Source: an optimization exercise on an open RTL-to-GDS flow (aim: small area and a short achievable clock period). Production flows keep margins and buffers that such runs may drop.
No functional check of the RTL was part of any run shown here.

==> flow/design.v, too long to show whole: its modules and the start of the top module <==
// module MAC: 1313 lines
// module FA: 6 lines
// module AOI21: 5 lines
// module OAI21: 5 lines
// module NAND2: 5 lines
// module NOR2: 5 lines
// module XOR2: 5 lines
// module XNOR2: 5 lines
// module AND2: 5 lines
// module INV: 5 lines
// module HA: 6 lines
module MAC(A,B,out,clk,reset);
  // ...
==> flow/flow/run.sh <==
#!/bin/bash
# The standard layout (standard.sh: standard synthesis and ORFS flow, SDC unchanged),
# with a hook after repair_design that sizes the port buffers and the operand inverters
# (hooks.tcl); knobs.sh holds the cell choices. make's output goes to make_flow.log, each
# ORFS step's log to orfs/logs/.
set -euo pipefail
HERE=$(cd "$(dirname "$0")" && pwd)
source "$HERE/knobs.sh"
export PORT_BUF_IN PORT_BUF_OUT OPND_INV DOWNSIZE HOOK_MARGIN
EXTRA=()
if [[ -n "${CTS_ARGS_K:-}" ]]; then EXTRA+=("CTS_ARGS=$CTS_ARGS_K"); fi
bash standard.sh BUFFER_PORTS_ARGS="-buffer_cell $PORT_BUF_IN" POST_RESIZE_TCL="$HERE/hooks.tcl" SETUP_SLACK_MARGIN=$MARGIN ${EXTRA[@]+"${EXTRA[@]}"} finish > make_flow.log 2>&1
==> flow/flow/hooks.tcl <==
# Sourced by ORFS after repair_design in the resize step (POST_RESIZE_TCL).
# Port buffers: inputs get $::env(PORT_BUF_IN), outputs $::env(PORT_BUF_OUT).
# Inverters fed by an input buffer (the operand inverters of the NOR partial
# products, each driving 16 gates) get $::env(OPND_INV).
set block [ord::get_db_block]
set n_in 0; set n_out 0; set n_inv 0
foreach bterm [$block getBTerms] {
  set net [$bterm getNet]
  if {$net eq "NULL"} continue
  set name [$bterm getName]
  if {$name eq "clk"} continue
  if {[$bterm getIoType] eq "INPUT"} {
    foreach it [$net getITerms] {
      set inst [$it getInst]
      set m [[$inst getMaster] getName]
      if {![string match "sky130_fd_sc_hd__*buf*" $m]} continue
      if {$m ne $::env(PORT_BUF_IN)} { replace_cell [get_cells [$inst getName]] [get_lib_cells $::env(PORT_BUF_IN)] }
      incr n_in
      foreach ot [$inst getITerms] {
        if {![$ot isOutputSignal]} continue
        set onet [$ot getNet]
        if {$onet eq "NULL"} continue
        foreach lt [$onet getITerms] {
          set li [$lt getInst]
          set lm [[$li getMaster] getName]
          if {[string match "sky130_fd_sc_hd__inv_*" $lm] && [$lt isInputSignal] && $::env(OPND_INV) ne ""} {
            replace_cell [get_cells [$li getName]] [get_lib_cells $::env(OPND_INV)]
            incr n_inv
          }
        }
      }
    }
  } else {
    foreach it [$net getITerms] {
      if {![$it isOutputSignal]} continue
      set inst [$it getInst]
      set m [[$inst getMaster] getName]
      if {![string match "sky130_fd_sc_hd__*buf*" $m]} continue
      if {$m ne $::env(PORT_BUF_OUT)} { replace_cell [get_cells [$inst getName]] [get_lib_cells $::env(PORT_BUF_OUT)] }
      incr n_out
    }
  }
}
puts "hooks: $n_in input buffers, $n_out output buffers, $n_inv operand inverters resized"

# Optional: every other cell to its drive-1 size (synthesis picks larger ones for speed),
# then repair_timing aiming at $::env(HOOK_MARGIN) ns of setup slack, so that only the
# cells on the paths that set the achieved period are sized up.
if {[info exists ::env(DOWNSIZE)] && $::env(DOWNSIZE)} {
  set n_down 0
  foreach inst [$block getInsts] {
    set m [[$inst getMaster] getName]
    if {[string match "*dfrtp*" $m] || [string match "*dfstp*" $m]} continue
    if {![regexp {^(sky130_fd_sc_hd__[a-z0-9]+)_([0-9]+)$} $m -> base sz]} continue
    if {$sz <= 1} continue
    set iname [$inst getName]
    if {[string match "input*" $iname] || [string match "output*" $iname]} continue
    if {[string match "sky130_fd_sc_hd__inv*" $m] && $::env(OPND_INV) eq $m} continue
    set lc [get_lib_cells -quiet ${base}_1]
    if {$lc eq ""} continue
    replace_cell [get_cells $iname] $lc
    incr n_down
  }
  puts "hooks: $n_down cells downsized"
}
if {[info exists ::env(HOOK_MARGIN)] && $::env(HOOK_MARGIN) > 0} {
  estimate_parasitics -placement
  puts "hooks: worst slack before [sta::worst_slack_cmd max]"
  repair_timing -setup -setup_margin $::env(HOOK_MARGIN) -match_cell_footprint -verbose
  puts "hooks: worst slack after [sta::worst_slack_cmd max]"
}
==> flow/flow/knobs.sh <==
PORT_BUF_IN=sky130_fd_sc_hd__buf_1
PORT_BUF_OUT=sky130_fd_sc_hd__buf_2
OPND_INV=sky130_fd_sc_hd__inv_4
MARGIN=0
DOWNSIZE=1
HOOK_MARGIN=0
CTS_ARGS_K="-sink_clustering_enable -repair_clock_nets -dont_use_dummy_load -buf_list sky130_fd_sc_hd__clkbuf_8"
==> flow/standard.sh <==
#!/bin/bash
# synth_recipe.tcl (not shown) runs the flow's synth.tcl, then flattens the netlist and writes it again
# the make line also repeats each setting of config.mk as NAME=value (left out here)
make -C /OpenROAD-flow-scripts/flow DESIGN_CONFIG=/design/flow/config.mk WORK_HOME=/design/flow/orfs CLKGATE_MAP_FILE= SYNTH_SCRIPT=/design/flow/synth_recipe.tcl "${@:-finish}"
==> flow/config.mk <==
export PLATFORM = sky130hd
export DESIGN_NAME = MAC
export DESIGN_NICKNAME = MAC
export VERILOG_FILES = /design/flow/design.v
export SDC_FILE = /design/flow/constraint.sdc
export NUM_CORES = 4
export LEC_CHECK = 0
export CAP_MARGIN = 20
export CORE_MARGIN = 2
export CORE_UTILIZATION = 60
export PLACE_DENSITY = 0.8
export SLEW_MARGIN = 20
export SYNTH_HIERARCHICAL = 1
==> flow/constraint.sdc <==
create_clock -name core_clock -period 18.0 [get_ports {clk}]
set_input_delay 3.6000 -clock core_clock [delete_from_list [all_inputs] [get_ports {clk}]]
set_output_delay 3.6000 -clock core_clock [all_outputs]
set_load 0.01 [all_outputs]
==> run_results.csv, run 1 <==
group,metric,value,unit
route,highest_layer,"met4",
critical_path,reg2reg_to,"y[18]",
layout,area_delta_synth_final,-4.24,%
layout,nFillCells,1376,
clock_tree,insertion_delay,0.36,ns
layout,multi_input_cells,693,
layout,buffer_area_share,3.50,%
route,wl_met2,10.6,mm
outcome,outcome,"no timing/DRC/antenna violations",
floorplanning,die_w,132,um
floorplanning,die_area,0.0175,sq mm
sta,fin_crit,6.62,ns
placed_design,dp.cells,1086,
layout,multi_input_area_share,73.1,%
clock_tree,cts_buffers,9,
global_routing,grt_use_total,26.9,%
layout,clk_share,1.31,%
synthesis,synth-compound-area-share,5.29,%
clock_tree,cts_tree,"done",
critical_path,cp-endpoint,"y[16]",
critical_path,crit_chain,"buf_1, inv_4, nor2_1, fa_1, fa_1, fa_1, fa_1, fa_1, fa_1",
placed_design,place.port_buffers,69,
global_routing,grt_util_met1,36.1,%
global_routing,gr-usage-met3,7.07,%
layout,utilization,59.2,%
route,drtAntennaViolNets,0,
synthesis,postSynthAreaPerCell,11.0,sq um
==> run 2, diff against run 1 <==
--- a/flow/design.v
+++ b/flow/design.v
@@ -308,84 +308,75 @@
   wire pp_15_9 = ~(na15 | nb9);
   wire pp_15_10 = ~(na15 | nb10);
   wire pp_15_11 = ~(na15 | nb11);
   wire pp_15_12 = ~(na15 | nb12);
   wire pp_15_13 = ~(na15 | nb13);
   wire pp_15_14 = ~(na15 | nb14);
   wire pp_15_15 = ~(na15 | nb15);
   wire s1, c2;
-  XOR2 us1 (acc[12], pp_0_12, s1);
-  AND2 uc2 (acc[12], pp_0_12, c2);
+  HA us1 (acc[12], pp_0_12, s1, c2);
   wire s3, c4;
   FA us3 (acc[13], pp_0_13, pp_10_3, s3, c4);
   wire s5, c6;
-  XOR2 us5 (pp_11_2, pp_12_1, s5);
-  AND2 uc6 (pp_11_2, pp_12_1, c6);
+  HA us5 (pp_11_2, pp_12_1, s5, c6);
   wire s7, c8;
   FA us7 (acc[14], pp_0_14, pp_10_4, s7, c8);
   wire s9, c10;
   FA us9 (pp_11_3, pp_12_2, pp_13_1, s9, c10);
   wire s11, c12;
-  XOR2 us11 (pp_14_0, pp_1_13, s11);
-  AND2 uc12 (pp_14_0, pp_1_13, c12);
+  HA us11 (pp_14_0, pp_1_13, s11, c12);
   wire s13, c14;
   FA us13 (acc[15], pp_0_15, pp_10_5, s13, c14);
   wire s15, c16;
   FA us15 (pp_11_4, pp_12_3, pp_13_2, s15, c16);
   wire s17, c18;
   FA us17 (pp_14_1, pp_15_0, pp_1_14, s17, c18);
   wire s19, c20;
-  XOR2 us19 (pp_2_13, pp_3_12, s19);
-  AND2 uc20 (pp_2_13, pp_3_12, c20);
+  HA us19 (pp_2_13, pp_3_12, s19, c20);
   wire s21, c22;
   FA us21 (acc[16], pp_10_6, pp_11_5, s21, c22);
   wire s23, c24;
   FA us23 (pp_12_4, pp_13_3, pp_14_2, s23, c24);
   wire s25, c26;
   FA us25 (pp_15_1, pp_1_15, pp_2_14, s25, c26);
   wire s27, c28;
-  XOR2 us27 (pp_3_13, pp_4_12, s27);
-  AND2 uc28 (pp_3_13, pp_4_12, c28);
+  HA us27 (pp_3_13, pp_4_12, s27, c28);
   wire s29, c30;
   FA us29 (acc[17], pp_10_7, pp_11_6, s29, c30);
   wire s31, c32;
   FA us31 (pp_12_5, pp_13_4, pp_14_3, s31, c32);
   wire s33, c34;
   FA us33 (pp_15_2, pp_2_15, pp_3_14, s33, c34);
   wire s35, c36;
   FA us35 (acc[18], pp_10_8, pp_11_7, s35, c36);
   wire s37, c38;
   FA us37 (pp_12_6, pp_13_5, pp_14_4, s37, c38);
   wire s39, c40;
   FA us39 (acc[19], pp_10_9, pp_11_8, s39, c40);
   wire s41, c42;
-  XOR2 us41 (acc[8], pp_0_8, s41);
-  AND2 uc42 (acc[8], pp_0_8, c42);
+  HA us41 (acc[8], pp_0_8, s41, c42);
   wire s43, c44;
   FA us43 (acc[9], pp_0_9, pp_1_8, s43, c44);
   wire s45, c46;
-  XOR2 us45 (pp_2_7, pp_3_6, s45);
-  AND2 uc46 (pp_2_7, pp_3_6, c46);
+  HA us45 (pp_2_7, pp_3_6, s45, c46);
   wire s47, c48;
   FA us47 (acc[10], pp_0_10, pp_10_0, s47, c48);
   wire s49, c50;
   FA us49 (pp_1_9, pp_2_8, pp_3_7, s49, c50);
   wire s51, c52;
-  XOR2 us51 (pp_4_6, pp_5_5, s51);
-  AND2 uc52 (pp_4_6, pp_5_5, c52);
+  HA us51 (pp_4_6, pp_5_5, s51, c52);
   wire s53, c54;
   FA us53 (acc[11], pp_0_11, pp_10_1, s53, c54);
   wire s55, c56;
   FA us55 (pp_11_0, pp_1_10, pp_2_9, s55, c56);
   wire s57, c58;
   FA us57 (pp_3_8, pp_4_7, pp_5_6, s57, c58);
   wire s59, c60;
-  XOR2 us59 (pp_6_5, pp_7_4, s59);
-  AND2 uc60 (pp_6_5, pp_7_4, c60);
+  HA us59 (pp_6_5, pp_7_4, s59, c60);
   wire s61, c62;
   FA us61 (pp_10_2, pp_11_1, pp_12_0, s61, c62);
   wire s63, c64;
   FA us63 (pp_1_11, pp_2_10, pp_3_9, s63, c64);
   wire s65, c66;
   FA us65 (pp_4_8, pp_5_7, pp_6_6, s65, c66);
   wire s67, c68;
   FA us67 (pp_7_5, pp_8_4, pp_9_3, s67, c68);
@@ -461,30 +452,27 @@
   FA us137 (pp_15_6, pp_6_15, pp_7_14, s137, c138);
   wire s139, c140;
   FA us139 (acc[22], pp_10_12, pp_11_11, s139, c140);
   wire s141, c142;
   FA us141 (pp_12_10, pp_13_9, pp_14_8, s141, c142);
   wire s143, c144;
   FA us143 (acc[23], pp_10_13, pp_11_12, s143, c144);
   wire s145, c146;
-  XOR2 us145 (acc[5], pp_0_5, s145);
-  AND2 uc146 (acc[5], pp_0_5, c146);
+  HA us145 (acc[5], pp_0_5, s145, c146);
   wire s147, c148;
   FA us147 (acc[6], pp_0_6, pp_1_5, s147, c148);
   wire s149, c150;
-  XOR2 us149 (pp_2_4, pp_3_3, s149);
-  AND2 uc150 (pp_2_4, pp_3_3, c150);
+  HA us149 (pp_2_4, pp_3_3, s149, c150);
   wire s151, c152;
   FA us151 (acc[7], pp_0_7, pp_1_6, s151, c152);
   wire s153, c154;
   FA us153 (pp_2_5, pp_3_4, pp_4_3, s153, c154);
   wire s155, c156;
-  XOR2 us155 (pp_5_2, pp_6_1, s155);
-  AND2 uc156 (pp_5_2, pp_6_1, c156);
+  HA us155 (pp_5_2, pp_6_1, s155, c156);
   wire s157, c158;
   FA us157 (pp_1_7, pp_2_6, pp_3_5, s157, c158);
   wire s159, c160;
   FA us159 (pp_4_4, pp_5_3, pp_6_2, s159, c160);
   wire s161, c162;
   FA us161 (pp_7_1, pp_8_0, s41, s161, c162);
   wire s163, c164;
   FA us163 (pp_4_5, pp_5_4, pp_6_3, s163, c164);
@@ -516,23 +504,23 @@
   FA us189 (c68, s3, s69, s189, c190);
   wire s191, c192;
   FA us191 (s71, s73, s75, s191, c192);
   wire s193, c194;
   FA us193 (c70, c72, c74, s193, c194);
   wire s195, c196;
   FA us195 (s77, s79, s9, s195, c196);
   wire s197, c198;
-  FA us197 (c76, s81, s83, s197, c198);
+  FA us197 (s81, c76, s83, s197, c198);
   wire s199, c200;
   FA us199 (c78, c80, s17, s199, c200);
   wire s201, c202;
   FA us201 (s85, s87, c82, s201, c202);
   wire s203, c204;
-  FA us203 (s89, c84, s91, s203, c204);
+  FA us203 (c84, s89, s91, s203, c204);
   wire s205, c206;
   FA us205 (c86, c88, s25, s205, c206);
   wire s207, c208;
   FA us207 (s93, s95, c90, s207, c208);
   wire s209, c210;
   FA us209 (c92, s97, s99, s209, c210);
   wire s211, c212;
   FA us211 (c94, s101, s103, s211, c212);
@@ -540,17 +528,17 @@
   FA us213 (s33, c96, c98, s213, c214);
   wire s215, c216;
   FA us215 (c100, s105, s107, s215, c216);
   wire s217, c218;
   FA us217 (c102, c104, s109, s217, c218);
   wire s219, c220;
   FA us219 (s111, s37, c106, s219, c220);
   wire s221, c222;
-  FA us221 (s113, c108, s115, s221, c222);
+  FA us221 (c108, s113, s115, s221, c222);
   wire s223, c224;
   FA us223 (c110, c112, s117, s223, c224);
   wire s225, c226;
   FA us225 (s119, s121, s39, s225, c226);
   wire s227, c228;
   FA us227 (c114, c116, s123, s227, c228);
   wire s229, c230;
   FA us229 (c118, c120, c122, s229, c230);
@@ -584,23 +572,21 @@
   FA us257 (pp_15_9, pp_9_15, c144, s257, c258);
   wire s259, c260;
   FA us259 (acc[25], pp_10_15, pp_11_14, s259, c260);
   wire s261, c262;
   FA us261 (pp_12_13, pp_13_12, pp_14_11, s261, c262);
   wire s263, c264;
   FA us263 (acc[26], pp_11_15, pp_12_14, s263, c264);
   wire s265, c266;
-  XOR2 us265 (acc[3], pp_0_3, s265);
-  AND2 uc266 (acc[3], pp_0_3, c266);
+  HA us265 (acc[3], pp_0_3, s265, c266);
   wire s267, c268;
   FA us267 (acc[4], pp_0_4, pp_1_3, s267, c268);
   wire s269, c270;
-  XOR2 us269 (pp_2_2, pp_3_1, s269);
-  AND2 uc270 (pp_2_2, pp_3_1, c270);
+  HA us269 (pp_2_2, pp_3_1, s269, c270);
   wire s271, c272;
   FA us271 (pp_1_4, pp_2_3, pp_3_2, s271, c272);
   wire s273, c274;
   FA us273 (pp_4_1, pp_5_0, s145, s273, c274);
   wire s275, c276;
   FA us275 (pp_4_2, pp_5_1, pp_6_0, s275, c276);
   wire s277, c278;
   FA us277 (c146, s149, s147, s277, c278);
@@ -616,23 +602,23 @@
   FA us287 (c158, c160, s163, s287, c288);
   wire s289, c290;
   FA us289 (s165, c162, s167, s289, c290);
   wire s291, c292;
   FA us291 (c164, c166, s169, s291, c292);
   wire s293, c294;
   FA us293 (s171, c168, s173, s293, c294);
   wire s295, c296;
-  FA us295 (c170, c172, s175, s295, c296);
+  FA us295 (c170, s175, c172, s295, c296);
   wire s297, c298;
   FA us297 (c174, s177, s179, s297, c298);
   wire s299, c300;
-  FA us299 (c176, c178, s181, s299, c300);
+  FA us299 (c176, c178, c180, s299, c300);
   wire s301, c302;
-  FA us301 (c180, s183, s185, s301, c302);
+  FA us301 (s181, s183, s185, s301, c302);
   wire s303, c304;
   FA us303 (c182, c184, c186, s303, c304);
   wire s305, c306;
   FA us305 (s187, s189, s191, s305, c306);
   wire s307, c308;
   FA us307 (c188, c190, s193, s307, c308);
   wire s309, c310;
   FA us309 (s195, c192, s197, s309, c310);
@@ -654,50 +640,49 @@
   FA us325 (s219, c216, s221, s325, c326);
   wire s327, c328;
   FA us327 (c218, s223, s225, s327, c328);
   wire s329, c330;
   FA us329 (c220, c222, s227, s329, c330);
   wire s331, c332;
   FA us331 (c224, c226, s229, s331, c332);
   wire s333, c334;
-  FA us333 (s231, s233, c228, s333, c334);
+  FA us333 (s231, c228, s233, s333, c334);
   wire s335, c336;
-  FA us335 (c230, s235, c232, s335, c336);
+  FA us335 (c230, c232, s235, s335, c336);
   wire s337, c338;
   FA us337 (s237, s239, c234, s337, c338);
   wire s339, c340;
   FA us339 (s241, c236, c238, s339, c340);
   wire s341, c342;
   FA us341 (c240, s243, s245, s341, c342);
   wire s343, c344;
   FA us343 (c242, s247, s249, s343, c344);
   wire s345, c346;
   FA us345 (c244, c246, s251, s345, c346);
   wire s347, c348;
   FA us347 (c248, c250, s253, s347, c348);
   wire s349, c350;
-  FA us349 (s255, s257, c252, s349, c350);
+  FA us349 (s255, c252, s257, s349, c350);
   wire s351, c352;
   FA us351 (pp_15_10, c254, c256, s351, c352);
   wire s353, c354;
   FA us353 (s259, s261, c258, s353, c354);
   wire s355, c356;
   FA us355 (pp_13_13, pp_14_12, pp_15_11, s355, c356);
   wire s357, c358;
   FA us357 (c260, c262, s263, s357, c358);
   wire s359, c360;
   FA us359 (acc[27], pp_12_15, pp_13_14, s359, c360);
   wire s361, c362;
   FA us361 (pp_14_13, pp_15_12, c264, s361, c362);
   wire s363, c364;
   FA us363 (acc[28], pp_13_15, pp_14_14, s363, c364);
   wire s365, c366;
-  XOR2 us365 (acc[2], pp_0_2, s365);
-  AND2 uc366 (acc[2], pp_0_2, c366);
+  HA us365 (acc[2], pp_0_2, s365, c366);
   wire s367, c368;
   FA us367 (pp_1_2, pp_2_1, pp_3_0, s367, c368);
   wire s369, c370;
   FA us369 (pp_4_0, c266, s269, s369, c370);
   wire s371, c372;
   FA us371 (c270, c268, s271, s371, c372);
   wire s373, c374;
   FA us373 (c272, s275, c274, s373, c374);
@@ -707,17 +692,17 @@
   FA us377 (c280, c282, s283, s377, c378);
   wire s379, c380;
   FA us379 (c284, s287, c286, s379, c380);
   wire s381, c382;
   FA us381 (c288, s291, c290, s381, c382);
   wire s383, c384;
   FA us383 (c292, s295, c294, s383, c384);
   wire s385, c386;
-  FA us385 (c296, s299, c298, s385, c386);
+  FA us385 (c296, c298, s299, s385, c386);
   wire s387, c388;
   FA us387 (c300, c302, s303, s387, c388);
   wire s389, c390;
   FA us389 (c304, s307, c306, s389, c390);
   wire s391, c392;
   FA us391 (c308, s311, c310, s391, c392);
   wire s393, c394;
   FA us393 (c312, s315, c314, s393, c394);
@@ -725,36 +710,35 @@
   FA us395 (c316, s319, c318, s395, c396);
   wire s397, c398;
   FA us397 (c320, s323, c322, s397, c398);
   wire s399, c400;
   FA us399 (s327, c324, c326, s399, c400);
   wire s401, c402;
   FA us401 (c328, s331, c330, s401, c402);
   wire s403, c404;
-  FA us403 (c332, s335, s337, s403, c404);
+  FA us403 (c332, s335, c334, s403, c404);
   wire s405, c406;
   FA us405 (c336, s339, s341, s405, c406);
   wire s407, c408;
   FA us407 (s343, c340, c342, s407, c408);
   wire s409, c410;
   FA us409 (c344, s347, c346, s409, c410);
   wire s411, c412;
-  FA us411 (c348, s351, s353, s411, c412);
+  FA us411 (c348, s351, c350, s411, c412);
   wire s413, c414;
   FA us413 (s355, c352, s357, s413, c414);
   wire s415, c416;
-  FA us415 (c356, s359, s361, s415, c416);
+  FA us415 (c356, s359, c358, s415, c416);
   wire s417, c418;
   FA us417 (pp_15_13, c360, s363, s417, c418);
   wire s419, c420;
   FA us419 (acc[29], pp_14_15, pp_15_14, s419, c420);
   wire s421, c422;
-  XOR2 us421 (acc[1], pp_0_1, s421);
-  AND2 uc422 (acc[1], pp_0_1, c422);
+  HA us421 (acc[1], pp_0_1, s421, c422);
   wire s423, c424;
   FA us423 (pp_1_1, pp_2_0, s365, s423, c424);
   wire s425, c426;
   FA us425 (c366, s265, s367, s425, c426);
   wire s427, c428;
   FA us427 (c368, s267, s369, s427, c428);
   wire s429, c430;
   FA us429 (c370, s273, s371, s429, c430);
@@ -770,52 +754,51 @@
   FA us439 (s293, c380, s381, s439, c440);
   wire s441, c442;
   FA us441 (s297, c382, s383, s441, c442);
   wire s443, c444;
   FA us443 (s301, c384, s385, s443, c444);
   wire s445, c446;
   FA us445 (s305, c386, s387, s445, c446);
   wire s447, c448;
-  FA us447 (s309, c388, s389, s447, c448);
+  FA us447 (c388, s309, s389, s447, c448);
   wire s449, c450;
   FA us449 (s313, c390, s391, s449, c450);
   wire s451, c452;
   FA us451 (s317, c392, s393, s451, c452);
   wire s453, c454;
   FA us453 (s321, c394, s395, s453, c454);
   wire s455, c456;
   FA us455 (s325, c396, s397, s455, c456);
   wire s457, c458;
   FA us457 (s329, c398, s399, s457, c458);
   wire s459, c460;
   FA us459 (s333, c400, s401, s459, c460);
   wire s461, c462;
-  FA us461 (c334, s403, c402, s461, c462);
+  FA us461 (s337, c402, s403, s461, c462);
   wire s463, c464;
   FA us463 (c338, s405, c404, s463, c464);
   wire s465, c466;
   FA us465 (s345, c406, s407, s465, c466);
   wire s467, c468;
   FA us467 (s349, c408, s409, s467, c468);
   wire s469, c470;
-  FA us469 (c350, s411, c410, s469, c470);
+  FA us469 (s353, c410, s411, s469, c470);
   wire s471, c472;
   FA us471 (c354, s413, c412, s471, c472);
   wire s473, c474;
-  FA us473 (c358, s415, c414, s473, c474);
+  FA us473 (s361, c414, s415, s473, c474);
   wire s475, c476;
   FA us475 (c362, s417, c416, s475, c476);
   wire s477, c478;
   FA us477 (c364, s419, c418, s477, c478);
   wire s479, c480;
   FA us479 (acc[30], pp_15_15, c420, s479, c480);
   wire s481, c482;
-  XOR2 us481 (acc[0], pp_0_0, s481);
-  AND2 uc482 (acc[0], pp_0_0, c482);
+  HA us481 (acc[0], pp_0_0, s481, c482);
   wire s483, c484;
   FA us483 (pp_1_0, c482, s421, s483, c484);
   wire s485, c486;
   FA us485 (c422, c484, s423, s485, c486);
   wire s487, c488;
   FA us487 (c424, s425, c486, s487, c488);
   wire s489, c490;
   FA us489 (c426, s427, c488, s489, c490);
@@ -859,32 +842,32 @@
   assign nx[17] = c452;
   assign ny[17] = s453;
   assign nx[18] = c454;
   assign ny[18] = s455;
   assign nx[19] = c456;
   assign ny[19] = s457;
   assign nx[20] = c458;
   assign ny[20] = s459;
-  assign nx[21] = s461;
-  assign ny[21] = c460;
-  assign nx[22] = s463;
-  assign ny[22] = c462;
+  assign nx[21] = c460;
+  assign ny[21] = s461;
+  assign nx[22] = c462;
+  assign ny[22] = s463;
   assign nx[23] = s465;
   assign ny[23] = c464;
   assign nx[24] = c466;
   assign ny[24] = s467;
-  assign nx[25] = s469;
-  assign ny[25] = c468;
-  assign nx[26] = s471;
-  assign ny[26] = c470;
+  assign nx[25] = c468;
+  assign ny[25] = s469;
+  assign nx[26] = c470;
+  assign ny[26] = s471;
   assign nx[27] = s473;
   assign ny[27] = c472;
-  assign nx[28] = s475;
-  assign ny[28] = c474;
+  assign nx[28] = c474;
+  assign ny[28] = s475;
   assign nx[29] = s477;
   assign ny[29] = c476;
   assign nx[30] = s479;
   assign ny[30] = c478;
   assign nx[31] = acc[31];
   assign ny[31] = c480;
   assign nx[32] = acc[32];
   assign ny[32] = 1'b0;
@@ -952,376 +935,553 @@
   HA uap46 (x[28], y[28], ap46, ag45);
   wire ag47, ap48;
   HA uap48 (x[29], y[29], ap48, ag47);
   wire ag49, ap50;
   HA uap50 (x[30], y[30], ap50, ag49);
   wire ag51, ap52;
   HA uap52 (x[31], y[31], ap52, ag51);
   wire aG53;
-  AOI21 uaG53 (ap4, ag1, ag3, aG53);
-  wire at54;
-  NAND2 uat54 (ap4, ap2, at54);
-  wire aG55;
-  AOI21 uaG55 (ap8, ag5, ag7, aG55);
-  wire at56;
-  NAND2 uat56 (ap8, ap6, at56);
-  wire aG57;
-  AOI21 uaG57 (ap12, ag9, ag11, aG57);
-  wire at58;
-  NAND2 uat58 (ap12, ap10, at58);
-  wire aG59;
-  AOI21 uaG59 (ap16, ag13, ag15, aG59);
-  wire at60;
-  NAND2 uat60 (ap16, ap14, at60);
-  wire aG61;
-  AOI21 uaG61 (ap20, ag17, ag19, aG61);
-  wire at62;
-  NAND2 uat62 (ap20, ap18, at62);
-  wire aG63;
-  AOI21 uaG63 (ap24, ag21, ag23, aG63);
-  wire at64;
-  NAND2 uat64 (ap24, ap22, at64);
-  wire aG65;
-  AOI21 uaG65 (ap28, ag25, ag27, aG65);
-  wire at66;
-  NAND2 uat66 (ap28, ap26, at66);
-  wire aG67;
-  AOI21 uaG67 (ap32, ag29, ag31, aG67);
-  wire at68;
-  NAND2 uat68 (ap32, ap30, at68);
-  wire aG69;
-  AOI21 uaG69 (ap36, ag33, ag35, aG69);
-  wire at70;
-  NAND2 uat70 (ap36, ap34, at70);
-  wire aG71;
-  AOI21 uaG71 (ap40, ag37, ag39, aG71);
-  wire at72;
-  NAND2 uat72 (ap40, ap38, at72);
-  wire aG73;
-  AOI21 uaG73 (ap44, ag41, ag43, aG73);
-  wire at74;
-  NAND2 uat74 (ap44, ap42, at74);
-  wire aG75;
-  AOI21 uaG75 (ap48, ag45, ag47, aG75);
-  wire at76;
-  NAND2 uat76 (ap48, ap46, at76);
-  wire aG77;
-  AOI21 uaG77 (ap52, ag49, ag51, aG77);
-  wire at78;
-  NAND2 uat78 (ap52, ap50, at78);
+  AOI21 uaG53 (ap2, cr, ag1, aG53);
+  wire aG54;
+  AOI21 uaG54 (ap4, ag1, ag3, aG54);
+  wire at55;
+  NAND2 uat55 (ap4, ap2, at55);
+  wire aG56;
+  AOI21 uaG56 (ap6, ag3, ag5, aG56);
+  wire at57;
+  NAND2 uat57 (ap6, ap4, at57);
+  wire aG58;
+  AOI21 uaG58 (ap8, ag5, ag7, aG58);
+  wire at59;
+  NAND2 uat59 (ap8, ap6, at59);
+  wire aG60;
+  AOI21 uaG60 (ap10, ag7, ag9, aG60);
+  wire at61;
+  NAND2 uat61 (ap10, ap8, at61);
+  wire aG62;
+  AOI21 uaG62 (ap12, ag9, ag11, aG62);
+  wire at63;
+  NAND2 uat63 (ap12, ap10, at63);
+  wire aG64;
+  AOI21 uaG64 (ap14, ag11, ag13, aG64);
+  wire at65;
+  NAND2 uat65 (ap14, ap12, at65);
+  wire aG66;
+  AOI21 uaG66 (ap16, ag13, ag15, aG66);
+  wire at67;
+  NAND2 uat67 (ap16, ap14, at67);
+  wire aG68;
+  AOI21 uaG68 (ap18, ag15, ag17, aG68);
+  wire at69;
+  NAND2 uat69 (ap18, ap16, at69);
+  wire aG70;
+  AOI21 uaG70 (ap20, ag17, ag19, aG70);
+  wire at71;
+  NAND2 uat71 (ap20, ap18, at71);
+  wire aG72;
+  AOI21 uaG72 (ap22, ag19, ag21, aG72);
+  wire at73;
+  NAND2 uat73 (ap22, ap20, at73);
+  wire aG74;
+  AOI21 uaG74 (ap24, ag21, ag23, aG74);
+  wire at75;
+  NAND2 uat75 (ap24, ap22, at75);
+  wire aG76;
+  AOI21 uaG76 (ap26, ag23, ag25, aG76);
+  wire at77;
+  NAND2 uat77 (ap26, ap24, at77);
+  wire aG78;
+  AOI21 uaG78 (ap28, ag25, ag27, aG78);
   wire at79;
-  NAND2 uat79 (x[33], x[32], at79);
-  wire ai80;
-  INV uai80 (cr, ai80);
-  wire aG81;
-  OAI21 uaG81 (at54, ai80, aG53, aG81);
+  NAND2 uat79 (ap28, ap26, at79);
+  wire aG80;
+  AOI21 uaG80 (ap30, ag27, ag29, aG80);
+  wire at81;
+  NAND2 uat81 (ap30, ap28, at81);
   wire aG82;
-  OAI21 uaG82 (at56, aG53, aG55, aG82);
+  AOI21 uaG82 (ap32, ag29, ag31, aG82);
   wire at83;
-  NOR2 uat83 (at56, at54, at83);
+  NAND2 uat83 (ap32, ap30, at83);
   wire aG84;
-  OAI21 uaG84 (at58, aG55, aG57, aG84);
+  AOI21 uaG84 (ap34, ag31, ag33, aG84);
   wire at85;
-  NOR2 uat85 (at58, at56, at85);
+  NAND2 uat85 (ap34, ap32, at85);
   wire aG86;
-  OAI21 uaG86 (at60, aG57, aG59, aG86);
+  AOI21 uaG86 (ap36, ag33, ag35, aG86);
   wire at87;
-  NOR2 uat87 (at60, at58, at87);
+  NAND2 uat87 (ap36, ap34, at87);
   wire aG88;
-  OAI21 uaG88 (at62, aG59, aG61, aG88);
+  AOI21 uaG88 (ap38, ag35, ag37, aG88);
   wire at89;
-  NOR2 uat89 (at62, at60, at89);
+  NAND2 uat89 (ap38, ap36, at89);
   wire aG90;
-  OAI21 uaG90 (at64, aG61, aG63, aG90);
+  AOI21 uaG90 (ap40, ag37, ag39, aG90);
   wire at91;
-  NOR2 uat91 (at64, at62, at91);
+  NAND2 uat91 (ap40, ap38, at91);
   wire aG92;
-  OAI21 uaG92 (at66, aG63, aG65, aG92);
+  AOI21 uaG92 (ap42, ag39, ag41, aG92);
   wire at93;
-  NOR2 uat93 (at66, at64, at93);
+  NAND2 uat93 (ap42, ap40, at93);
   wire aG94;
-  OAI21 uaG94 (at68, aG65, aG67, aG94);
+  AOI21 uaG94 (ap44, ag41, ag43, aG94);
   wire at95;
-  NOR2 uat95 (at68, at66, at95);
+  NAND2 uat95 (ap44, ap42, at95);
   wire aG96;
-  OAI21 uaG96 (at70, aG67, aG69, aG96);
+  AOI21 uaG96 (ap46, ag43, ag45, aG96);
   wire at97;
-  NOR2 uat97 (at70, at68, at97);
+  NAND2 uat97 (ap46, ap44, at97);
   wire aG98;
-  OAI21 uaG98 (at72, aG69, aG71, aG98);
+  AOI21 uaG98 (ap48, ag45, ag47, aG98);
   wire at99;
-  NOR2 uat99 (at72, at70, at99);
+  NAND2 uat99 (ap48, ap46, at99);
   wire aG100;
-  OAI21 uaG100 (at74, aG71, aG73, aG100);
+  AOI21 uaG100 (ap50, ag47, ag49, aG100);
   wire at101;
-  NOR2 uat101 (at74, at72, at101);
+  NAND2 uat101 (ap50, ap48, at101);
   wire aG102;
-  OAI21 uaG102 (at76, aG73, aG75, aG102);
+  AOI21 uaG102 (ap52, ag49, ag51, aG102);
   wire at103;
-  NOR2 uat103 (at76, at74, at103);
-  wire aG104;
-  OAI21 uaG104 (at78, aG75, aG77, aG104);
+  NAND2 uat103 (ap52, ap50, at103);
+  wire at104;
+  NAND2 uat104 (x[32], ag51, at104);
   wire at105;
-  NOR2 uat105 (at78, at76, at105);
+  NAND2 uat105 (x[32], ap52, at105);
   wire at106;
-  NOR2 uat106 (at79, aG77, at106);
+  NAND2 uat106 (x[33], x[32], at106);
   wire at107;
-  NOR2 uat107 (at79, at78, at107);
-  wire aG108;
-  AOI21 uaG108 (at83, cr, aG82, aG108);
+  NAND2 uat107 (x[34], x[33], at107);
+  wire ai108;
+  INV uai108 (cr, ai108);
   wire aG109;
-  AOI21 uaG109 (at85, aG81, aG84, aG109);
+  OAI21 uaG109 (at55, ai108, aG54, aG109);
   wire aG110;
-  AOI21 uaG110 (at87, aG82, aG86, aG110);
-  wire at111;
-  NAND2 uat111 (at87, at83, at111);
-  wire aG112;
-  AOI21 uaG112 (at89, aG84, aG88, aG112);
-  wire at113;
-  NAND2 uat113 (at89, at85, at113);
-  wire aG114;
-  AOI21 uaG114 (at91, aG86, aG90, aG114);
-  wire at115;
-  NAND2 uat115 (at91, at87, at115);
-  wire aG116;
-  AOI21 uaG116 (at93, aG88, aG92, aG116);
-  wire at117;
-  NAND2 uat117 (at93, at89, at117);
-  wire aG118;
-  AOI21 uaG118 (at95, aG90, aG94, aG118);
-  wire at119;
-  NAND2 uat119 (at95, at91, at119);
-  wire aG120;
-  AOI21 uaG120 (at97, aG92, aG96, aG120);
-  wire at121;
-  NAND2 uat121 (at97, at93, at121);
-  wire aG122;
-  AOI21 uaG122 (at99, aG94, aG98, aG122);
-  wire at123;
-  NAND2 uat123 (at99, at95, at123);
-  wire aG124;
-  AOI21 uaG124 (at101, aG96, aG100, aG124);
-  wire at125;
-  NAND2 uat125 (at101, at97, at125);
-  wire aG126;
-  AOI21 uaG126 (at103, aG98, aG102, aG126);
-  wire at127;
-  NAND2 uat127 (at103, at99, at127);
-  wire aG128;
-  AOI21 uaG128 (at105, aG100, aG104, aG128);
-  wire at129;
-  NAND2 uat129 (at105, at101, at129);
-  wire aG130;
-  AOI21 uaG130 (at107, aG102, at106, aG130);
-  wire at131;
-  NAND2 uat131 (at107, at103, at131);
-  wire aG132;
-  OAI21 uaG132 (at111, ai80, aG110, aG132);
-  wire ai133;
-  INV uai133 (aG81, ai133);
-  wire aG134;
-  OAI21 uaG134 (at113, ai133, aG112, aG134);
+  OAI21 uaG110 (at57, aG53, aG56, aG110);
+  wire aG111;
+  OAI21 uaG111 (at59, aG54, aG58, aG111);
+  wire at112;
+  NOR2 uat112 (at59, at55, at112);
+  wire aG113;
+  OAI21 uaG113 (at61, aG56, aG60, aG113);
+  wire at114;
+  NOR2 uat114 (at61, at57, at114);
+  wire aG115;
+  OAI21 uaG115 (at63, aG58, aG62, aG115);
+  wire at116;
+  NOR2 uat116 (at63, at59, at116);
+  wire aG117;
+  OAI21 uaG117 (at65, aG60, aG64, aG117);
+  wire at118;
+  NOR2 uat118 (at65, at61, at118);
+  wire aG119;
+  OAI21 uaG119 (at67, aG62, aG66, aG119);
+  wire at120;
+  NOR2 uat120 (at67, at63, at120);
+  wire aG121;
+  OAI21 uaG121 (at69, aG64, aG68, aG121);
+  wire at122;
+  NOR2 uat122 (at69, at65, at122);
+  wire aG123;
+  OAI21 uaG123 (at71, aG66, aG70, aG123);
+  wire at124;
+  NOR2 uat124 (at71, at67, at124);
+  wire aG125;
+  OAI21 uaG125 (at73, aG68, aG72, aG125);
+  wire at126;
+  NOR2 uat126 (at73, at69, at126);
+  wire aG127;
+  OAI21 uaG127 (at75, aG70, aG74, aG127);
+  wire at128;
+  NOR2 uat128 (at75, at71, at128);
+  wire aG129;
+  OAI21 uaG129 (at77, aG72, aG76, aG129);
+  wire at130;
+  NOR2 uat130 (at77, at73, at130);
+  wire aG131;
+  OAI21 uaG131 (at79, aG74, aG78, aG131);
+  wire at132;
+  NOR2 uat132 (at79, at75, at132);
+  wire aG133;
+  OAI21 uaG133 (at81, aG76, aG80, aG133);
+  wire at134;
+  NOR2 uat134 (at81, at77, at134);
   wire aG135;
-  OAI21 uaG135 (at115, aG108, aG114, aG135);
-  wire aG136;
-  OAI21 uaG136 (at117, aG109, aG116, aG136);
+  OAI21 uaG135 (at83, aG78, aG82, aG135);
+  wire at136;
+  NOR2 uat136 (at83, at79, at136);
   wire aG137;
-  OAI21 uaG137 (at119, aG110, aG118, aG137);
+  OAI21 uaG137 (at85, aG80, aG84, aG137);
   wire at138;
-  NOR2 uat138 (at119, at111, at138);
+  NOR2 uat138 (at85, at81, at138);
   wire aG139;
-  OAI21 uaG139 (at121, aG112, aG120, aG139);
+  OAI21 uaG139 (at87, aG82, aG86, aG139);
   wire at140;
-  NOR2 uat140 (at121, at113, at140);
+  NOR2 uat140 (at87, at83, at140);
   wire aG141;
-  OAI21 uaG141 (at123, aG114, aG122, aG141);
+  OAI21 uaG141 (at89, aG84, aG88, aG141);
   wire at142;
-  NOR2 uat142 (at123, at115, at142);
+  NOR2 uat142 (at89, at85, at142);
   wire aG143;
-  OAI21 uaG143 (at125, aG116, aG124, aG143);
+  OAI21 uaG143 (at91, aG86, aG90, aG143);
   wire at144;
-  NOR2 uat144 (at125, at117, at144);
+  NOR2 uat144 (at91, at87, at144);
   wire aG145;
-  OAI21 uaG145 (at127, aG118, aG126, aG145);
+  OAI21 uaG145 (at93, aG88, aG92, aG145);
   wire at146;
-  NOR2 uat146 (at127, at119, at146);
+  NOR2 uat146 (at93, at89, at146);
   wire aG147;
-  OAI21 uaG147 (at129, aG120, aG128, aG147);
+  OAI21 uaG147 (at95, aG90, aG94, aG147);
   wire at148;
-  NOR2 uat148 (at129, at121, at148);
+  NOR2 uat148 (at95, at91, at148);
   wire aG149;
-  OAI21 uaG149 (at131, aG122, aG130, aG149);
+  OAI21 uaG149 (at97, aG92, aG96, aG149);
   wire at150;
-  NOR2 uat150 (at131, at123, at150);
+  NOR2 uat150 (at97, at93, at150);
   wire aG151;
-  AOI21 uaG151 (at138, cr, aG137, aG151);
-  wire aG152;
-  AOI21 uaG152 (at140, aG81, aG139, aG152);
-  wire ai153;
-  INV uai153 (aG108, ai153);
-  wire aG154;
-  AOI21 uaG154 (at142, ai153, aG141, aG154);
-  wire ai155;
-  INV uai155 (aG109, ai155);
-  wire aG156;
-  AOI21 uaG156 (at144, ai155, aG143, aG156);
+  OAI21 uaG151 (at99, aG94, aG98, aG151);
+  wire at152;
+  NOR2 uat152 (at99, at95, at152);
+  wire aG153;
+  OAI21 uaG153 (at101, aG96, aG100, aG153);
+  wire at154;
+  NOR2 uat154 (at101, at97, at154);
+  wire aG155;
+  OAI21 uaG155 (at103, aG98, aG102, aG155);
+  wire at156;
+  NOR2 uat156 (at103, at99, at156);
   wire aG157;
-  AOI21 uaG157 (at146, aG132, aG145, aG157);
-  wire aG158;
-  AOI21 uaG158 (at148, aG134, aG147, aG158);
-  wire aG159;
-  AOI21 uaG159 (at150, aG135, aG149, aG159);
-  wire aG160;
-  AOI21 uaG160 (ap2, cr, ag1, aG160);
-  wire aG161;
-  AOI21 uaG161 (ap6, aG81, ag5, aG161);
-  wire aG162;
-  AOI21 uaG162 (ap10, ai153, ag9, aG162);
+  OAI21 uaG157 (at105, aG100, at104, aG157);
+  wire at158;
+  NOR2 uat158 (at105, at101, at158);
+  wire at159;
+  NOR2 uat159 (at106, aG102, at159);
+  wire at160;
+  NOR2 uat160 (at106, at103, at160);
+  wire at161;
+  NOR2 uat161 (at107, at104, at161);
+  wire at162;
+  NOR2 uat162 (at107, at105, at162);
   wire aG163;
-  AOI21 uaG163 (ap14, ai155, ag13, aG163);
-  wire aG164;
-  AOI21 uaG164 (ap18, aG132, ag17, aG164);
+  AOI21 uaG163 (at112, cr, aG111, aG163);
+  wire ai164;
+  INV uai164 (aG53, ai164);
   wire aG165;
-  AOI21 uaG165 (ap22, aG134, ag21, aG165);
+  AOI21 uaG165 (at114, ai164, aG113, aG165);
   wire aG166;
-  AOI21 uaG166 (ap26, aG135, ag25, aG166);
+  AOI21 uaG166 (at116, aG109, aG115, aG166);
   wire aG167;
-  AOI21 uaG167 (ap30, aG136, ag29, aG167);
-  wire ai168;
-  INV uai168 (aG151, ai168);
-  wire aG169;
-  AOI21 uaG169 (ap34, ai168, ag33, aG169);
-  wire ai170;
-  INV uai170 (aG152, ai170);
-  wire aG171;
-  AOI21 uaG171 (ap38, ai170, ag37, aG171);
-  wire ai172;
-  INV uai172 (aG154, ai172);
-  wire aG173;
-  AOI21 uaG173 (ap42, ai172, ag41, aG173);
-  wire ai174;
-  INV uai174 (aG156, ai174);
-  wire aG175;
-  AOI21 uaG175 (ap46, ai174, ag45, aG175);
-  wire ai176;
-  INV uai176 (aG157, ai176);
-  wire aG177;
-  AOI21 uaG177 (ap50, ai176, ag49, aG177);
-  wire ai178;
-  INV uai178 (aG158, ai178);
+  AOI21 uaG167 (at118, aG110, aG117, aG167);
+  wire aG168;
+  AOI21 uaG168 (at120, aG111, aG119, aG168);
+  wire at169;
+  NAND2 uat169 (at120, at112, at169);
+  wire aG170;
+  AOI21 uaG170 (at122, aG113, aG121, aG170);
+  wire at171;
+  NAND2 uat171 (at122, at114, at171);
+  wire aG172;
+  AOI21 uaG172 (at124, aG115, aG123, aG172);
+  wire at173;
+  NAND2 uat173 (at124, at116, at173);
+  wire aG174;
+  AOI21 uaG174 (at126, aG117, aG125, aG174);
+  wire at175;
+  NAND2 uat175 (at126, at118, at175);
+  wire aG176;
+  AOI21 uaG176 (at128, aG119, aG127, aG176);
+  wire at177;
+  NAND2 uat177 (at128, at120, at177);
+  wire aG178;
+  AOI21 uaG178 (at130, aG121, aG129, aG178);
   wire at179;
-  NAND2 uat179 (x[32], ai178, at179);
-  wire ai180;
-  INV uai180 (aG159, ai180);
+  NAND2 uat179 (at130, at122, at179);
+  wire aG180;
+  AOI21 uaG180 (at132, aG123, aG131, aG180);
   wire at181;
-  NAND2 uat181 (x[34], ai180, at181);
+  NAND2 uat181 (at132, at124, at181);
+  wire aG182;
+  AOI21 uaG182 (at134, aG125, aG133, aG182);
+  wire at183;
+  NAND2 uat183 (at134, at126, at183);
+  wire aG184;
+  AOI21 uaG184 (at136, aG127, aG135, aG184);
+  wire at185;
+  NAND2 uat185 (at136, at128, at185);
+  wire aG186;
+  AOI21 uaG186 (at138, aG129, aG137, aG186);
+  wire at187;
+  NAND2 uat187 (at138, at130, at187);
+  wire aG188;
+  AOI21 uaG188 (at140, aG131, aG139, aG188);
+  wire at189;
+  NAND2 uat189 (at140, at132, at189);
+  wire aG190;
+  AOI21 uaG190 (at142, aG133, aG141, aG190);
+  wire at191;
+  NAND2 uat191 (at142, at134, at191);
+  wire aG192;
+  AOI21 uaG192 (at144, aG135, aG143, aG192);
+  wire at193;
+  NAND2 uat193 (at144, at136, at193);
+  wire aG194;
+  AOI21 uaG194 (at146, aG137, aG145, aG194);
+  wire at195;
+  NAND2 uat195 (at146, at138, at195);
+  wire aG196;
+  AOI21 uaG196 (at148, aG139, aG147, aG196);
+  wire at197;
+  NAND2 uat197 (at148, at140, at197);
+  wire aG198;
+  AOI21 uaG198 (at150, aG141, aG149, aG198);
+  wire at199;
+  NAND2 uat199 (at150, at142, at199);
+  wire aG200;
+  AOI21 uaG200 (at152, aG143, aG151, aG200);
+  wire at201;
+  NAND2 uat201 (at152, at144, at201);
+  wire aG202;
+  AOI21 uaG202 (at154, aG145, aG153, aG202);
+  wire at203;
+  NAND2 uat203 (at154, at146, at203);
+  wire aG204;
+  AOI21 uaG204 (at156, aG147, aG155, aG204);
+  wire at205;
+  NAND2 uat205 (at156, at148, at205);
+  wire aG206;
+  AOI21 uaG206 (at158, aG149, aG157, aG206);
+  wire at207;
+  NAND2 uat207 (at158, at150, at207);
+  wire aG208;
+  AOI21 uaG208 (at160, aG151, at159, aG208);
+  wire at209;
+  NAND2 uat209 (at160, at152, at209);
+  wire aG210;
+  AOI21 uaG210 (at162, aG153, at161, aG210);
+  wire at211;
+  NAND2 uat211 (at162, at154, at211);
+  wire aG212;
+  OAI21 uaG212 (at169, ai108, aG168, aG212);
+  wire aG213;
+  OAI21 uaG213 (at171, aG53, aG170, aG213);
+  wire ai214;
+  INV uai214 (aG109, ai214);
+  wire aG215;
+  OAI21 uaG215 (at173, ai214, aG172, aG215);
+  wire ai216;
+  INV uai216 (aG110, ai216);
+  wire aG217;
+  OAI21 uaG217 (at175, ai216, aG174, aG217);
+  wire aG218;
+  OAI21 uaG218 (at177, aG163, aG176, aG218);
+  wire aG219;
+  OAI21 uaG219 (at179, aG165, aG178, aG219);
+  wire aG220;
+  OAI21 uaG220 (at181, aG166, aG180, aG220);
+  wire aG221;
+  OAI21 uaG221 (at183, aG167, aG182, aG221);
+  wire aG222;
+  OAI21 uaG222 (at185, aG168, aG184, aG222);
+  wire at223;
+  NOR2 uat223 (at185, at169, at223);
+  wire aG224;
+  OAI21 uaG224 (at187, aG170, aG186, aG224);
+  wire at225;
+  NOR2 uat225 (at187, at171, at225);
+  wire aG226;
+  OAI21 uaG226 (at189, aG172, aG188, aG226);
+  wire at227;
+  NOR2 uat227 (at189, at173, at227);
+  wire aG228;
+  OAI21 uaG228 (at191, aG174, aG190, aG228);
+  wire at229;
+  NOR2 uat229 (at191, at175, at229);
+  wire aG230;
+  OAI21 uaG230 (at193, aG176, aG192, aG230);
+  wire at231;
+  NOR2 uat231 (at193, at177, at231);
+  wire aG232;
+  OAI21 uaG232 (at195, aG178, aG194, aG232);
+  wire at233;
+  NOR2 uat233 (at195, at179, at233);
+  wire aG234;
+  OAI21 uaG234 (at197, aG180, aG196, aG234);
+  wire at235;
+  NOR2 uat235 (at197, at181, at235);
+  wire aG236;
+  OAI21 uaG236 (at199, aG182, aG198, aG236);
+  wire at237;
+  NOR2 uat237 (at199, at183, at237);
+  wire aG238;
+  OAI21 uaG238 (at201, aG184, aG200, aG238);
+  wire at239;
+  NOR2 uat239 (at201, at185, at239);
+  wire aG240;
+  OAI21 uaG240 (at203, aG186, aG202, aG240);
+  wire at241;
+  NOR2 uat241 (at203, at187, at241);
+  wire aG242;
+  OAI21 uaG242 (at205, aG188, aG204, aG242);
+  wire at243;
+  NOR2 uat243 (at205, at189, at243);
+  wire aG244;
+  OAI21 uaG244 (at207, aG190, aG206, aG244);
+  wire at245;
+  NOR2 uat245 (at207, at191, at245);
+  wire aG246;
+  OAI21 uaG246 (at209, aG192, aG208, aG246);
+  wire at247;
+  NOR2 uat247 (at209, at193, at247);
+  wire aG248;
+  OAI21 uaG248 (at211, aG194, aG210, aG248);
+  wire at249;
+  NOR2 uat249 (at211, at195, at249);
+  wire aG250;
+  AOI21 uaG250 (at223, cr, aG222, aG250);
+  wire aG251;
+  AOI21 uaG251 (at225, ai164, aG224, aG251);
+  wire aG252;
+  AOI21 uaG252 (at227, aG109, aG226, aG252);
+  wire aG253;
+  AOI21 uaG253 (at229, aG110, aG228, aG253);
+  wire ai254;
+  INV uai254 (aG163, ai254);
+  wire aG255;
+  AOI21 uaG255 (at231, ai254, aG230, aG255);
+  wire ai256;
+  INV uai256 (aG165, ai256);
+  wire aG257;
+  AOI21 uaG257 (at233, ai256, aG232, aG257);
+  wire ai258;
+  INV uai258 (aG166, ai258);
+  wire aG259;
+  AOI21 uaG259 (at235, ai258, aG234, aG259);
+  wire ai260;
+  INV uai260 (aG167, ai260);
+  wire aG261;
+  AOI21 uaG261 (at237, ai260, aG236, aG261);
+  wire aG262;
+  AOI21 uaG262 (at239, aG212, aG238, aG262);
+  wire aG263;
+  AOI21 uaG263 (at241, aG213, aG240, aG263);
+  wire aG264;
+  AOI21 uaG264 (at243, aG215, aG242, aG264);
+  wire aG265;
+  AOI21 uaG265 (at245, aG217, aG244, aG265);
+  wire aG266;
+  AOI21 uaG266 (at247, aG218, aG246, aG266);
+  wire aG267;
+  AOI21 uaG267 (at249, aG219, aG248, aG267);
   assign out[0] = x[0];
   assign out[1] = x[1];
   assign out[2] = x[2];
   assign out[3] = x[3];
   assign out[4] = x[4];
   assign out[5] = x[5];
-  wire ao182;
-  XOR2 uao182 (ap2, cr, ao182);
-  assign out[6] = ao182;
-  wire ao183;
-  XNOR2 uao183 (ap4, aG160, ao183);
-  assign out[7] = ao183;
-  wire ao184;
-  XOR2 uao184 (ap6, aG81, ao184);
-  assign out[8] = ao184;
-  wire ao185;
-  XNOR2 uao185 (ap8, aG161, ao185);
-  assign out[9] = ao185;
-  wire ao186;
-  XNOR2 uao186 (ap10, aG108, ao186);
-  assign out[10] = ao186;
-  wire ao187;
-  XNOR2 uao187 (ap12, aG162, ao187);
-  assign out[11] = ao187;
-  wire ao188;
-  XNOR2 uao188 (ap14, aG109, ao188);
-  assign out[12] = ao188;
-  wire ao189;
-  XNOR2 uao189 (ap16, aG163, ao189);
-  assign out[13] = ao189;
-  wire ao190;
-  XOR2 uao190 (ap18, aG132, ao190);
-  assign out[14] = ao190;
-  wire ao191;
-  XNOR2 uao191 (ap20, aG164, ao191);
-  assign out[15] = ao191;
-  wire ao192;
-  XOR2 uao192 (ap22, aG134, ao192);
-  assign out[16] = ao192;
-  wire ao193;
-  XNOR2 uao193 (ap24, aG165, ao193);
-  assign out[17] = ao193;
-  wire ao194;
-  XOR2 uao194 (ap26, aG135, ao194);
-  assign out[18] = ao194;
-  wire ao195;
-  XNOR2 uao195 (ap28, aG166, ao195);
-  assign out[19] = ao195;
-  wire ao196;
-  XOR2 uao196 (ap30, aG136, ao196);
-  assign out[20] = ao196;
-  wire ao197;
-  XNOR2 uao197 (ap32, aG167, ao197);
-  assign out[21] = ao197;
-  wire ao198;
-  XNOR2 uao198 (ap34, aG151, ao198);
-  assign out[22] = ao198;
-  wire ao199;
-  XNOR2 uao199 (ap36, aG169, ao199);
-  assign out[23] = ao199;
-  wire ao200;
-  XNOR2 uao200 (ap38, aG152, ao200);
-  assign out[24] = ao200;
-  wire ao201;
-  XNOR2 uao201 (ap40, aG171, ao201);
-  assign out[25] = ao201;
-  wire ao202;
-  XNOR2 uao202 (ap42, aG154, ao202);
-  assign out[26] = ao202;
-  wire ao203;
-  XNOR2 uao203 (ap44, aG173, ao203);
-  assign out[27] = ao203;
-  wire ao204;
-  XNOR2 uao204 (ap46, aG156, ao204);
-  assign out[28] = ao204;
-  wire ao205;
-  XNOR2 uao205 (ap48, aG175, ao205);
-  assign out[29] = ao205;
-  wire ao206;
-  XNOR2 uao206 (ap50, aG157, ao206);
-  assign out[30] = ao206;
-  wire ao207;
-  XNOR2 uao207 (ap52, aG177, ao207);
-  assign out[31] = ao207;
-  wire ao208;
-  XNOR2 uao208 (x[32], aG158, ao208);
-  assign out[32] = ao208;
-  wire ao209;
-  XNOR2 uao209 (x[33], at179, ao209);
-  assign out[33] = ao209;
-  wire ao210;
-  XNOR2 uao210 (x[34], aG159, ao210);
-  assign out[34] = ao210;
-  wire ao211;
-  XNOR2 uao211 (x[35], at181, ao211);
-  assign out[35] = ao211;
+  wire ao268;
+  XOR2 uao268 (ap2, cr, ao268);
+  assign out[6] = ao268;
+  wire ao269;
+  XNOR2 uao269 (ap4, aG53, ao269);
+  assign out[7] = ao269;
+  wire ao270;
+  XOR2 uao270 (ap6, aG109, ao270);
+  assign out[8] = ao270;
+  wire ao271;
+  XOR2 uao271 (ap8, aG110, ao271);
+  assign out[9] = ao271;
+  wire ao272;
+  XNOR2 uao272 (ap10, aG163, ao272);
+  assign out[10] = ao272;
+  wire ao273;
+  XNOR2 uao273 (ap12, aG165, ao273);
+  assign out[11] = ao273;
+  wire ao274;
+  XNOR2 uao274 (ap14, aG166, ao274);
+  assign out[12] = ao274;
+  wire ao275;
+  XNOR2 uao275 (ap16, aG167, ao275);
+  assign out[13] = ao275;
+  wire ao276;
+  XOR2 uao276 (ap18, aG212, ao276);
+  assign out[14] = ao276;
+  wire ao277;
+  XOR2 uao277 (ap20, aG213, ao277);
+  assign out[15] = ao277;
+  wire ao278;
+  XOR2 uao278 (ap22, aG215, ao278);
+  assign out[16] = ao278;
+  wire ao279;
+  XOR2 uao279 (ap24, aG217, ao279);
+  assign out[17] = ao279;
+  wire ao280;
+  XOR2 uao280 (ap26, aG218, ao280);
+  assign out[18] = ao280;
+  wire ao281;
+  XOR2 uao281 (ap28, aG219, ao281);
+  assign out[19] = ao281;
+  wire ao282;
+  XOR2 uao282 (ap30, aG220, ao282);
+  assign out[20] = ao282;
+  wire ao283;
+  XOR2 uao283 (ap32, aG221, ao283);
+  assign out[21] = ao283;
+  wire ao284;
+  XNOR2 uao284 (ap34, aG250, ao284);
+  assign out[22] = ao284;
+  wire ao285;
+  XNOR2 uao285 (ap36, aG251, ao285);
+  assign out[23] = ao285;
+  wire ao286;
+  XNOR2 uao286 (ap38, aG252, ao286);
+  assign out[24] = ao286;
+  wire ao287;
+  XNOR2 uao287 (ap40, aG253, ao287);
+  assign out[25] = ao287;
+  wire ao288;
+  XNOR2 uao288 (ap42, aG255, ao288);
+  assign out[26] = ao288;
+  wire ao289;
+  XNOR2 uao289 (ap44, aG257, ao289);
+  assign out[27] = ao289;
+  wire ao290;
+  XNOR2 uao290 (ap46, aG259, ao290);
+  assign out[28] = ao290;
+  wire ao291;
+  XNOR2 uao291 (ap48, aG261, ao291);
+  assign out[29] = ao291;
+  wire ao292;
+  XNOR2 uao292 (ap50, aG262, ao292);
+  assign out[30] = ao292;
+  wire ao293;
+  XNOR2 uao293 (ap52, aG263, ao293);
+  assign out[31] = ao293;
+  wire ao294;
+  XNOR2 uao294 (x[32], aG264, ao294);
+  assign out[32] = ao294;
+  wire ao295;
+  XNOR2 uao295 (x[33], aG265, ao295);
+  assign out[33] = ao295;
+  wire ao296;
+  XNOR2 uao296 (x[34], aG266, ao296);
+  assign out[34] = ao296;
+  wire ao297;
+  XNOR2 uao297 (x[35], aG267, ao297);
+  assign out[35] = ao297;
 endmodule
 module FA(a, b, c, s, co);
   input a, b, c;
   output s, co;
   assign s = a ^ b ^ c;
   assign co = (a & b) | (a & c) | (b & c);
 endmodule
+module INV(a, y);
+  input a;
+  output y;
+  assign y = ~a;
+endmodule
 module AOI21(a1, a2, b1, y);
   input a1, a2, b1;
   output y;
   assign y = ~((a1 & a2) | b1);
 endmodule
 module OAI21(a1, a2, b1, y);
   input a1, a2, b1;
   output y;
@@ -1342,24 +1502,14 @@
   output y;
   assign y = a ^ b;
 endmodule
 module XNOR2(a, b, y);
   input a, b;
   output y;
   assign y = ~(a ^ b);
 endmodule
-module AND2(a, b, y);
-  input a, b;
-  output y;
-  assign y = a & b;
-endmodule
-module INV(a, y);
-  input a;
-  output y;
-  assign y = ~a;
-endmodule
 module HA(a, b, s, co);
   input a, b;
   output s, co;
   assign s = a ^ b;
   assign co = a & b;
 endmodule
==> flow/flow/run.sh (replaced) <==
#!/bin/bash
# The standard layout (standard.sh: standard synthesis and ORFS flow, SDC unchanged),
# with a hook after repair_design that sizes the port buffers and the operand inverters
# (hooks.tcl); knobs.sh holds the cell choices. make's output goes to make_flow.log, each
# ORFS step's log to orfs/logs/.
set -euo pipefail
HERE=$(cd "$(dirname "$0")" && pwd)
source "$HERE/knobs.sh"
export PORT_BUF_IN PORT_BUF_OUT OPND_INV DOWNSIZE HOOK_MARGIN
bash standard.sh BUFFER_PORTS_ARGS="-buffer_cell $PORT_BUF_IN" POST_RESIZE_TCL="$HERE/hooks.tcl" SETUP_SLACK_MARGIN=$MARGIN finish > make_flow.log 2>&1
==> flow/flow/knobs.sh (replaced) <==
PORT_BUF_IN=sky130_fd_sc_hd__buf_1
PORT_BUF_OUT=sky130_fd_sc_hd__buf_2
OPND_INV=sky130_fd_sc_hd__inv_4
MARGIN=0
DOWNSIZE=0
HOOK_MARGIN=0
==> flow/config.mk (replaced) <==
export PLATFORM = sky130hd
export DESIGN_NAME = MAC
export DESIGN_NICKNAME = MAC
export VERILOG_FILES = /design/flow/design.v
export SDC_FILE = /design/flow/constraint.sdc
export NUM_CORES = 4
export LEC_CHECK = 0
export CAP_MARGIN = 20
export CORE_MARGIN = 2
export CORE_UTILIZATION = 40
export SLEW_MARGIN = 20
export SYNTH_HIERARCHICAL = 1
==> run 2 against run 1 <==
Against the previous run: area after synthesis grew 4.2%; clock-buffer cell count grew 1; global-route usage down 5.9 points; non-clock buffer count is the same; still clean; sequential share of layout area down 1.5 points; largest cell class unchanged; worst hold slack worse by 0.0095 ns; critical path type unchanged.
==> run_results.csv, run 2 <==
group,metric,value,unit
layout,largest_register,"x",
layout,seqCellArea,0.00158,sq mm
critical_path,critPathLaunchType,"input port",
synthesis,async_flop_share,100,%
sta,fin_crit_sh,36.8,%
critical_path,cp-end-kind,"flip-flop",
placed_design,place.port_buffers,69,
sta,tns,0,ns
synthesis,ys_ff_latch,63,
layout,fin_nets,1257,
synthesis,ys_types,14,
critical_path,path_max_fanout,16,
synthesis,syn_nets,1275,
clock_tree,root_buffer,"clkbuf_16",
synthesis,syn_area,0.0103,sq mm
outcome,outcome,"no timing/DRC/antenna violations",
clock_tree,clk_pin_slew,0.06,ns
layout,nFillCells,2511,
clock_tree,cts_buffers,9,
sta,slew_headroom,48.1,%
route,drtAntennaViolNets,0,
floorplanning,rows,58,
synthesis,yosys_warnings,7,
route,first_iter_violations,368,
layout,final_cell_mix,"nor2_1, fa_1, a21oi_2",
clock_tree,clk_path_buf_depth,2,
route,first_pass_iters,4,
layout,largest_register_ffs,36,
global_routing,antenna_found_initial,0,
route,routed_via_density,5.21,
sta,setup_viol,0,
placed_design,dp_hpwl,20.8,mm
critical_path,worstPathRequired,18.21,ns
synthesis,synthesis.instances,969,
clock_tree,cts_tree,"done",
worst_hold_path,hp-class,"flip-flop to flip-flop",
layout,multi_input_area,0.00757,sq mm
clock_tree,insertion_delay,0.34,ns
global_routing,first_global_vias,7572,
floorplanning,die_y,164,um
layout,fin_cells,1285,
sta,worstMarginPinSlew,0.778,ns
synthesis,synth_seq_area_share,15.3,%
floorplanning,die_w,164,um
clock_tree,h-tree-depth,3,
layout,final_common_cell,"nor2_1",
route,num_vias,6691,
synthesis,yosys_most_used_dff,"dfrtp_1",
global_routing,grt_start_max_net_pins,64,
sta,slew_violations,0,
synthesis,synth_common_cells,"nor2_1, fa_1, a21oi_2, dfrtp_1, nand2_1",
critical_path,worstSetupPathType,"input port to flip-flop",
placed_design,gp_congestion,0.937,
sta,rsz0062_at_grt,"no",
layout,largestRegisters,"x: 36 flops, y: 26 flops, cr: 1 flops",
route,wl,26.3,mm
global_routing,grt_use_total,21.0,%
sta,fin_skew,0.0135,ns
layout,diodes,0,
global_routing,grt_pass1_wl,42.4,mm
sta,fin_crit,6.62,ns
clock_tree,postCtsSetupBuffers,0,
route,routedWlPerCell,20.5,um
global_routing,grt_overflow,0,
run,max_cap_viol_count,0,
floorplanning,io_pins,70,
clock_tree,cts_sinks,63,
sta,max_freq,0.151,GHz
placed_design,dp.cells,1270,
clock_tree,cts_hold_buf,0,
synthesis,synth_top_area_cell,"fa_1",
synthesis,synth_edf_count,0,
sta,hold_viol,0,
critical_path,arrival,6.82,ns
floorplanning,die_area,0.0270,sq mm
clock_tree,cts_resized,0,
route,remaining_drc_errors,0,
synthesis,synth_top_area_share,44.5,%
synthesis,synth_area_leaders,"fa_1, dfrtp_1, nor2_1",
synthesis,yosysMostFrequentCell,"nor2_1",
synthesis,postSynthAreaPerCell,10.6,sq um
floorplanning,coreArea,0.0253,sq mm
layout,area_delta_synth_final,1.29,%
layout,drive_gt1_share,18.1,%
floorplanning,start_util,40.8,%
run 2: cell types whose count changed in the layout (fill, tap and decap cells not counted), sizes merged, moves of 12 or more:
cell / change
nand2: +24
o21ai: +24
nor2: +21
a21oi: +20
and2: -17
ha: +17
xor2: -12
run 2: modules after synthesis, one instance, submodules excluded:
module,times used,flops+latches
OAI21,48,0
NOR2,42,0
INV,40,0
HA,43,0
AOI21,66,0
NAND2,51,0
XOR2,11,0
FA,229,0
XNOR2,19,0
MAC,1,63
run 2: layer usage:
layer  GRT usage, %  up-vias  routed length, um
met5              0        -                  0
met4           7.08        0                622
met3           4.72       39               1950
met2           32.3      239              12000
met1           29.6     3505              11800
li1               -     2908                  -
run 2: critical path, cell delays in order:
cell    delay, ns
buf_1        0.10
inv_4        0.04
buf_4        0.23
nor2_1       0.10
fa_1         0.44
fa_1         0.57
fa_1         0.43
fa_1         0.39
fa_1         0.51
fa_1         0.40
run 2: cells by family (layout without fill, tap and decap cells):
kind of cell	count (synthesis)	count (layout)	share of synthesized area, %
buffers and inverters	141	127	11.2
DFF	63	63	15.3
AOI/OAI and AO/OA	114	114	7.95
and+or+nand+nor	349	349	13.2
xor gates and xnor gates	30	30	2.55
adders and majority gates	272	272	49.7
run 2: path summary, 6_finish.rpt:
kind | startpoint | endpoint | slack (ns) | cells after the start
setup / recovery | B[0] | y[17] | 11.38 | 10
hold / removal | x[35] | x[35] | 0.46 | 1
setup reg to reg | x[8] | y[18] | 12.93 | 12
hold reg to reg | x[35] | x[35] | 0.46 | 1
max in group asynchronous | reset | x[4] | 13.98 | 3
min in group asynchronous | reset | x[34] | 3.46 | 3
run 2: per-stage QoR:
step | utilization [%] | hold slack [ns] | area [sq um] | worst slack [ns]
after floorplan | - | 0.435 | 10300 | 11.19
after global placement | 39.5 | 0.454 | 9980 | 10.71
after detailed placement | 40.0 | 0.449 | 10100 | 11.04
after CTS | 41.3 | 0.466 | 10400 | 11.40
after global routing | 41.3 | 0.500 | 10400 | 11.30
final | 41.3 | 0.458 | 10400 | 11.38
run 2: cell type report:
type / count / share of cell area [%]
clock buffer: 10 / 2.29
sequential: 63 / 15.1
timing repair buffer: 71 / 3.06
tap: 330 / 3.96
inverter: 41 / 2.27
clock inverter: 5 / 0.780
multi-input combinational: 765 / 72.5

[what the ideal ports hide]
The flow's constraints put no driver on any port. The routed layouts listed below were extracted and timed again, unchanged, in two steps.
Step 1, drivers: a clkbuf_16 drives clk and a buf_2 each remaining input, both assumed.
Step 2 moves the port delays by t, midway between the first and last clock arrival at a register: inputs arrive t later, outputs are due t later. That takes back most of the time a late clock gives input paths.
Three values: ideal, step 1, step 2; two values: the first two.
run	shift t [ns]	setup slack, ns	worst setup path after step 2	worst data-port slew with drivers (ns)	pins driven straight from the clock port
run 1	0.387	11.382 / 11.348 / 11.013	input to register	0.04	1
run 2	0.382	11.385 / 11.412 / 11.030	input to register	0.03	1
After both steps every run listed still meets setup and hold. The setup slack of run 1, which loses most, moves by -0.034 ns with the drivers and by -0.369 ns with both steps.
